Background: an optimization exercise with open tools, aiming at small area and a short achievable clock period. Do not read the settings as production practice.
RTL that was checked went through simulation tests only; none was proved equivalent to the original.
No activity file was given, so power comes from the tool's default toggle rates.

==> job 9816: inputs <==
==> flow/design.v (excerpt) <==
module cim_mac_tree (
    input         clk,
    input         rst_n,
    input         mac_en,
    input  [7:0]  col_mux,
    input  [15:0] data_in,
    input  [7:0]  bank0,  bank1,  bank2,  bank3,
                  bank4,  bank5,  bank6,  bank7,
                  bank8,  bank9,  bank10, bank11,
                  bank12, bank13, bank14, bank15,
    output reg [11:0] sum
);
    wire [15:0] en  = data_in & {16{mac_en}};
    wire [7:0]  col = col_mux & {8{~mac_en}};
    wire g0_0 = ~((bank0[0] & en[0]) | (|(bank0 & col)));
    wire g0_1 = ~(bank0[1] & en[0]);
    wire g0_2 = ~(bank0[2] & en[0]);
    wire g0_3 = ~(bank0[3] & en[0]);
    wire g0_4 = ~(bank0[4] & en[0]);
    wire g0_5 = ~(bank0[5] & en[0]);
    wire g0_6 = ~(bank0[6] & en[0]);
    wire g0_7 = ~(bank0[7] & en[0]);
    wire g1_0 = ~((bank1[0] & en[1]) | (|(bank1 & col)));
    wire g1_1 = ~(bank1[1] & en[1]);
    wire g1_2 = ~(bank1[2] & en[1]);
    wire g1_3 = ~(bank1[3] & en[1]);
    wire g1_4 = ~(bank1[4] & en[1]);
    wire g1_5 = ~(bank1[5] & en[1]);
    wire g1_6 = ~(bank1[6] & en[1]);
    wire g1_7 = ~(bank1[7] & en[1]);
    wire g2_0 = ~((bank2[0] & en[2]) | (|(bank2 & col)));
    wire g2_1 = ~(bank2[1] & en[2]);
    wire g2_2 = ~(bank2[2] & en[2]);
    wire g2_3 = ~(bank2[3] & en[2]);
    wire g2_4 = ~(bank2[4] & en[2]);
    wire g2_5 = ~(bank2[5] & en[2]);
    wire g2_6 = ~(bank2[6] & en[2]);
    wire g2_7 = ~(bank2[7] & en[2]);
    wire g3_0 = ~((bank3[0] & en[3]) | (|(bank3 & col)));
    wire g3_1 = ~(bank3[1] & en[3]);
    wire g3_2 = ~(bank3[2] & en[3]);
  ...
clock: 8.0 ns
lec_check: 0
cap_margin: 20
core_margin: 2
core_utilization: 40
setup_slack_margin: 4.5
slew_margin: 20
synth_hierarchical: 1
standard.sh (not shown) runs the stock make flow with config.mk's settings and CLKGATE_MAP_FILE= SYNTH_SCRIPT=/design/flow/synth_recipe.tcl, a recipe that flattens the netlist after the stock synthesis.
==> flow/flow/run.sh <==
#!/bin/bash
# The standard layout (the standard.sh, unchanged synthesis), with the
# port buffers made of the smallest buffer instead of the default choice.
set -o pipefail
export BUFFER_PORTS_ARGS="-buffer_cell sky130_fd_sc_hd__buf_1"
bash standard.sh finish > standard_flow.log 2>&1
==> job 9767: changes against job 9816 <==
--- a/flow/design.v
+++ b/flow/design.v
@@ -254,17 +254,16 @@
     wire s203, c204;
     wire s205, c206;
     wire s207, c208;
     wire s209, c210;
     wire s211, c212;
     wire s213, c214;
     wire s215, c216;
     wire s217, c218;
-    wire s219, c220;
     adder_1bit u_s1 (.a(g0_0), .b(g1_0), .cin(g2_0), .sum(s1), .cout(c2));
     adder_1bit u_s3 (.a(g3_0), .b(g4_0), .cin(g5_0), .sum(s3), .cout(c4));
     adder_1bit u_s5 (.a(g6_0), .b(g7_0), .cin(g8_0), .sum(s5), .cout(c6));
     adder_1bit u_s7 (.a(g9_0), .b(g10_0), .cin(g11_0), .sum(s7), .cout(c8));
     adder_1bit u_s9 (.a(g12_0), .b(g13_0), .cin(g14_0), .sum(s9), .cout(c10));
     adder_1bit u_s11 (.a(g15_0), .b(s1), .cin(s3), .sum(s11), .cout(c12));
     adder_1bit u_s13 (.a(s5), .b(s7), .cin(s9), .sum(s13), .cout(c14));
     adder_1bit u_s15 (.a(g0_1), .b(g1_1), .cin(g2_1), .sum(s15), .cout(c16));
@@ -336,53 +335,48 @@
     adder_1bit u_s147 (.a(s133), .b(s135), .cin(s137), .sum(s147), .cout(c148));
     adder_1bit u_s149 (.a(s139), .b(s141), .cin(c124), .sum(s149), .cout(c150));
     adder_1bit u_s151 (.a(c126), .b(c128), .cin(s143), .sum(s151), .cout(c152));
     adder_1bit u_s153 (.a(c134), .b(c136), .cin(c138), .sum(s153), .cout(c154));
     adder_1bit u_s155 (.a(c140), .b(c142), .cin(c144), .sum(s155), .cout(c156));
     adder_1bit u_s157 (.a(c146), .b(c148), .cin(s153), .sum(s157), .cout(c158));
     reg  [48:0] r1;
     wire [48:0] d1 = {c158, c156, c154, s157, s155, c152, c150, s151, s149, c132, c130, s147, s145, s131, s129, c112, c110, s127, s125, s111, s109, c92, c90, s107, s105, s91, s89, c72, c70, s87, s85, s71, s69, c52, c50, s67, s65, c32, c30, s51, s49, s47, s31, s29, c14, c12, c10, s13, s11};
-    assign s159 = ~(r1[2] ^ r1[3]);
-    assign c160 = r1[2] | r1[3];
-    adder_1bit u_s161 (.a(r1[7]), .b(r1[8]), .cin(r1[9]), .sum(s161), .cout(c162));
-    adder_1bit u_s163 (.a(r1[12]), .b(r1[13]), .cin(r1[14]), .sum(s163), .cout(c164));
-    assign s165 = ~(r1[15] ^ r1[16]);
-    assign c166 = r1[15] | r1[16];
-    adder_1bit u_s167 (.a(r1[18]), .b(r1[19]), .cin(r1[20]), .sum(s167), .cout(c168));
-    adder_1bit u_s169 (.a(r1[21]), .b(r1[22]), .cin(r1[23]), .sum(s169), .cout(c170));
-    adder_1bit u_s171 (.a(r1[24]), .b(r1[25]), .cin(r1[26]), .sum(s171), .cout(c172));
-    adder_1bit u_s173 (.a(r1[27]), .b(r1[28]), .cin(r1[29]), .sum(s173), .cout(c174));
-    adder_1bit u_s175 (.a(r1[30]), .b(r1[31]), .cin(r1[32]), .sum(s175), .cout(c176));
-    adder_1bit u_s177 (.a(r1[33]), .b(r1[34]), .cin(r1[35]), .sum(s177), .cout(c178));
-    adder_1bit u_s179 (.a(r1[36]), .b(r1[37]), .cin(r1[38]), .sum(s179), .cout(c180));
-    adder_1bit u_s181 (.a(r1[39]), .b(r1[40]), .cin(r1[41]), .sum(s181), .cout(c182));
-    adder_1bit u_s183 (.a(r1[42]), .b(r1[43]), .cin(r1[44]), .sum(s183), .cout(c184));
-    assign s185 = ~(r1[4] ^ r1[5]);
-    assign c186 = r1[4] | r1[5];
-    adder_1bit u_s187 (.a(r1[10]), .b(r1[11]), .cin(c160), .sum(s187), .cout(c188));
-    adder_1bit u_s189 (.a(r1[17]), .b(c162), .cin(s163), .sum(s189), .cout(c190));
-    adder_1bit u_s191 (.a(c164), .b(c166), .cin(s167), .sum(s191), .cout(c192));
-    adder_1bit u_s193 (.a(c168), .b(c170), .cin(s171), .sum(s193), .cout(c194));
-    adder_1bit u_s195 (.a(c172), .b(c174), .cin(s175), .sum(s195), .cout(c196));
-    adder_1bit u_s197 (.a(c176), .b(c178), .cin(s179), .sum(s197), .cout(c198));
-    adder_1bit u_s199 (.a(r1[45]), .b(c180), .cin(c182), .sum(s199), .cout(c200));
-    adder_1bit u_s201 (.a(r1[46]), .b(r1[47]), .cin(r1[48]), .sum(s201), .cout(c202));
-    assign s203 = ~(r1[6] ^ s159);
-    assign c204 = r1[6] | s159;
-    adder_1bit u_s205 (.a(s161), .b(c186), .cin(s187), .sum(s205), .cout(c206));
-    adder_1bit u_s207 (.a(s165), .b(c188), .cin(s189), .sum(s207), .cout(c208));
-    adder_1bit u_s209 (.a(s169), .b(c190), .cin(s191), .sum(s209), .cout(c210));
-    adder_1bit u_s211 (.a(s173), .b(c192), .cin(s193), .sum(s211), .cout(c212));
-    adder_1bit u_s213 (.a(s177), .b(c194), .cin(s195), .sum(s213), .cout(c214));
-    adder_1bit u_s215 (.a(s181), .b(c196), .cin(s197), .sum(s215), .cout(c216));
-    adder_1bit u_s217 (.a(s183), .b(c198), .cin(s199), .sum(s217), .cout(c218));
-    adder_1bit u_s219 (.a(c184), .b(s201), .cin(c200), .sum(s219), .cout(c220));
-    wire [11:0] rowA = {1'b1, c202, c218, c216, c214, c212, c210, c208, c206, c204, s185, r1[0]};
-    wire [11:0] rowB = {1'b1, c220, s219, s217, s215, s213, s211, s209, s207, s205, s203, r1[1]};
+    adder_1bit u_s159 (.a(r1[2]), .b(r1[3]), .cin(r1[4]), .sum(s159), .cout(c160));
+    adder_1bit u_s161 (.a(r1[5]), .b(r1[6]), .cin(s159), .sum(s161), .cout(c162));
+    adder_1bit u_s163 (.a(r1[7]), .b(r1[8]), .cin(r1[9]), .sum(s163), .cout(c164));
+    adder_1bit u_s165 (.a(r1[10]), .b(r1[11]), .cin(c160), .sum(s165), .cout(c166));
+    adder_1bit u_s167 (.a(s163), .b(c162), .cin(s165), .sum(s167), .cout(c168));
+    adder_1bit u_s169 (.a(r1[12]), .b(r1[13]), .cin(r1[14]), .sum(s169), .cout(c170));
+    adder_1bit u_s171 (.a(r1[15]), .b(r1[16]), .cin(r1[17]), .sum(s171), .cout(c172));
+    adder_1bit u_s173 (.a(c164), .b(s169), .cin(s171), .sum(s173), .cout(c174));
+    adder_1bit u_s175 (.a(c166), .b(s173), .cin(c168), .sum(s175), .cout(c176));
+    adder_1bit u_s177 (.a(r1[18]), .b(r1[19]), .cin(r1[20]), .sum(s177), .cout(c178));
+    adder_1bit u_s179 (.a(r1[21]), .b(r1[22]), .cin(r1[23]), .sum(s179), .cout(c180));
+    adder_1bit u_s181 (.a(c170), .b(c172), .cin(s177), .sum(s181), .cout(c182));
+    adder_1bit u_s183 (.a(s179), .b(c174), .cin(s181), .sum(s183), .cout(c184));
+    adder_1bit u_s185 (.a(r1[24]), .b(r1[25]), .cin(r1[26]), .sum(s185), .cout(c186));
+    adder_1bit u_s187 (.a(r1[27]), .b(r1[28]), .cin(r1[29]), .sum(s187), .cout(c188));
+    adder_1bit u_s189 (.a(c178), .b(c180), .cin(s185), .sum(s189), .cout(c190));
+    adder_1bit u_s191 (.a(s187), .b(c182), .cin(s189), .sum(s191), .cout(c192));
+    adder_1bit u_s193 (.a(r1[30]), .b(r1[31]), .cin(r1[32]), .sum(s193), .cout(c194));
+    adder_1bit u_s195 (.a(r1[33]), .b(r1[34]), .cin(r1[35]), .sum(s195), .cout(c196));
+    adder_1bit u_s197 (.a(c186), .b(c188), .cin(s193), .sum(s197), .cout(c198));
+    adder_1bit u_s199 (.a(s195), .b(c190), .cin(s197), .sum(s199), .cout(c200));
+    adder_1bit u_s201 (.a(r1[36]), .b(r1[37]), .cin(r1[38]), .sum(s201), .cout(c202));
+    adder_1bit u_s203 (.a(r1[39]), .b(r1[40]), .cin(r1[41]), .sum(s203), .cout(c204));
+    adder_1bit u_s205 (.a(c194), .b(c196), .cin(s201), .sum(s205), .cout(c206));
+    adder_1bit u_s207 (.a(s203), .b(c198), .cin(s205), .sum(s207), .cout(c208));
+    adder_1bit u_s209 (.a(r1[42]), .b(r1[43]), .cin(r1[44]), .sum(s209), .cout(c210));
+    adder_1bit u_s211 (.a(r1[45]), .b(c202), .cin(c204), .sum(s211), .cout(c212));
+    adder_1bit u_s213 (.a(s209), .b(c206), .cin(s211), .sum(s213), .cout(c214));
+    adder_1bit u_s215 (.a(r1[46]), .b(r1[47]), .cin(r1[48]), .sum(s215), .cout(c216));
+    adder_1bit u_s217 (.a(c210), .b(s215), .cin(c212), .sum(s217), .cout(c218));
+    wire [11:0] rowA = {1'b1, c216, c214, c208, c200, c192, c184, s183, s175, s167, s161, r1[0]};
+    wire [11:0] rowB = {1'b1, c218, s217, s213, s207, s199, s191, c176, 1'b1, 1'b1, 1'b1, r1[1]};
     wire [11:0] tot = ~(rowA + rowB + 12'd1);
     reg first;
     always @(posedge clk or negedge rst_n) begin
         if (!rst_n) first <= 1'b1;
         else        first <= 1'b0;
     end
     always @(posedge clk) r1 <= d1;
     always @(posedge clk or negedge rst_n) begin
==> flow/config.mk (replaced) <==
export PLATFORM = sky130hd
export DESIGN_NAME = cim_mac_tree
export DESIGN_NICKNAME = cim_mac_tree
export VERILOG_FILES = /design/flow/design.v
export SDC_FILE = /design/flow/constraint.sdc
export NUM_CORES = 4
export LEC_CHECK = 0
export CAP_MARGIN = 20
export CORE_MARGIN = 2
export CORE_UTILIZATION = 65
export CTS_BUF_LIST = sky130_fd_sc_hd__clkbuf_4
export SETUP_SLACK_MARGIN = 4.5
export SLEW_MARGIN = 20
export SYNTH_HIERARCHICAL = 1
==> job 2145: changes against job 9816 <==
--- a/flow/design.v
+++ b/flow/design.v
@@ -13,17 +13,17 @@
     input         rst_n,
     input         mac_en,
     input  [7:0]  col_mux,
     input  [15:0] data_in,
     input  [7:0]  bank0,  bank1,  bank2,  bank3,
                   bank4,  bank5,  bank6,  bank7,
                   bank8,  bank9,  bank10, bank11,
                   bank12, bank13, bank14, bank15,
-    output reg [11:0] sum
+    output [11:0] sum
 );
     wire [15:0] en  = data_in & {16{mac_en}};
     wire [7:0]  col = col_mux & {8{~mac_en}};
     wire g0_0 = ~((bank0[0] & en[0]) | (|(bank0 & col)));
     wire g0_1 = ~(bank0[1] & en[0]);
     wire g0_2 = ~(bank0[2] & en[0]);
     wire g0_3 = ~(bank0[3] & en[0]);
     wire g0_4 = ~(bank0[4] & en[0]);
@@ -373,20 +373,30 @@
     adder_1bit u_s209 (.a(s169), .b(c190), .cin(s191), .sum(s209), .cout(c210));
     adder_1bit u_s211 (.a(s173), .b(c192), .cin(s193), .sum(s211), .cout(c212));
     adder_1bit u_s213 (.a(s177), .b(c194), .cin(s195), .sum(s213), .cout(c214));
     adder_1bit u_s215 (.a(s181), .b(c196), .cin(s197), .sum(s215), .cout(c216));
     adder_1bit u_s217 (.a(s183), .b(c198), .cin(s199), .sum(s217), .cout(c218));
     adder_1bit u_s219 (.a(c184), .b(s201), .cin(c200), .sum(s219), .cout(c220));
     wire [11:0] rowA = {1'b1, c202, c218, c216, c214, c212, c210, c208, c206, c204, s185, r1[0]};
     wire [11:0] rowB = {1'b1, c220, s219, s217, s215, s213, s211, s209, s207, s205, s203, r1[1]};
-    wire [11:0] tot = ~(rowA + rowB + 12'd1);
-    reg first;
+    wire [11:0] xa = ~rowA, xb = ~rowB;
+    wire [6:0] lo = xa[5:0] + xb[5:0];
+    wire [5:0] hi = xa[11:6] + xb[11:6];
+    wire [12:0] tot = {hi, lo};
+    reg  [12:0] s2;    
+    wire [11:0] s2sum = {s2[12:7] + s2[6], s2[5:0]};
+    reg first, valid;
     always @(posedge clk or negedge rst_n) begin
-        if (!rst_n) first <= 1'b1;
-        else        first <= 1'b0;
+        if (!rst_n) begin
+            first <= 1'b1;
+            valid <= 1'b0;
+        end else begin
+            first <= 1'b0;
+            valid <= ~first;
+        end
     end
-    always @(posedge clk) r1 <= d1;
-    always @(posedge clk or negedge rst_n) begin
-        if (!rst_n) sum <= 12'd0;
-        else        sum <= first ? 12'd0 : tot;
+    always @(posedge clk) begin
+        r1 <= d1;
+        s2 <= tot;
     end
+    assign sum = s2sum & {12{valid}};
 endmodule
==> flow/config.mk (replaced) <==
export PLATFORM = sky130hd
export DESIGN_NAME = cim_mac_tree
export DESIGN_NICKNAME = cim_mac_tree
export VERILOG_FILES = /design/flow/design.v
export SDC_FILE = /design/flow/constraint.sdc
export NUM_CORES = 4
export LEC_CHECK = 0
export CAP_MARGIN = 20
export CORE_MARGIN = 2
export CORE_UTILIZATION = 50
export CTS_BUF_LIST = sky130_fd_sc_hd__clkbuf_4 sky130_fd_sc_hd__clkbuf_8
export SETUP_SLACK_MARGIN = 4.6
export SLEW_MARGIN = 20
export SYNTH_HIERARCHICAL = 1
==> summary of the runs <==
Job 9816 completed with no timing, DRC or antenna violations. Job 2145 completed without violations. Job 9767 completed without violations.
Clock power: job 9767 < job 2145 < job 9816.
Worst setup slack: job 9767 < job 9816 < job 2145.
First-iteration DRC count: job 9767 > job 2145 > job 9816.
Against job 2145, the non-clock buffer count of job 9816 is higher by 17.
==> figures <==
item	job 9767	job 2145	job 9816
Result of the run	finished clean	finished clean	finished clean
Hold Slack	0.612 ns	0.425 ns	0.594 ns
Share of cell area taken by flip-flops and latches	20.5%	18.7%	18.4%
Later-pin clock latency in the skew report	0.41 ns	0.35 ns	0.33 ns
Placed wire-length estimate	16.8 mm	16.6 mm	16.8 mm
Core area	8090 um2	10800 um2	13100 um2
Number of combinational gates with multiple inputs	413	408	391
Measured slew at the worst slew-check pin	0.806 ns	0.647 ns	0.653 ns
Final cell area excluding filler cells	6390 um2	6900 um2	7090 um2
Number of cells produced by synthesis	514	538	503
Only the layout flow was run in job 9816 and job 2145; the RTL was not checked for function there.

-- re-timing with driven ports --
Ports are ideal in the flow. The routed layouts listed here were re-timed in OpenROAD. Step 1, drivers: a clkbuf_16 drives clk and a buf_2 each remaining input, both assumed. Step 2 moves the port delays by t, midway between the first and last clock arrival at a register: inputs arrive t later, outputs are due t later. That takes back most of the time a late clock gives input paths. Slacks: ideal ports / drivers / drivers and shift; pairs: ideal ports / drivers.
run | t, ns | setup WS [ns] | latest minus earliest clock arrival (ns)
job 9816 | 0.358 | 4.500 / 4.471 / 4.113 | 0.010 / 0.009
job 9767 | 0.437 | 4.258 / 4.259 / 3.822 | 0.011 / 0.010
job 2145 | 0.387 | 4.574 / 4.584 / 4.197 | 0.009 / 0.010
After both steps every run listed still meets setup and hold. The setup slack of job 9767, which loses most, moves by +0.001 ns with the drivers and by -0.436 ns with both steps.
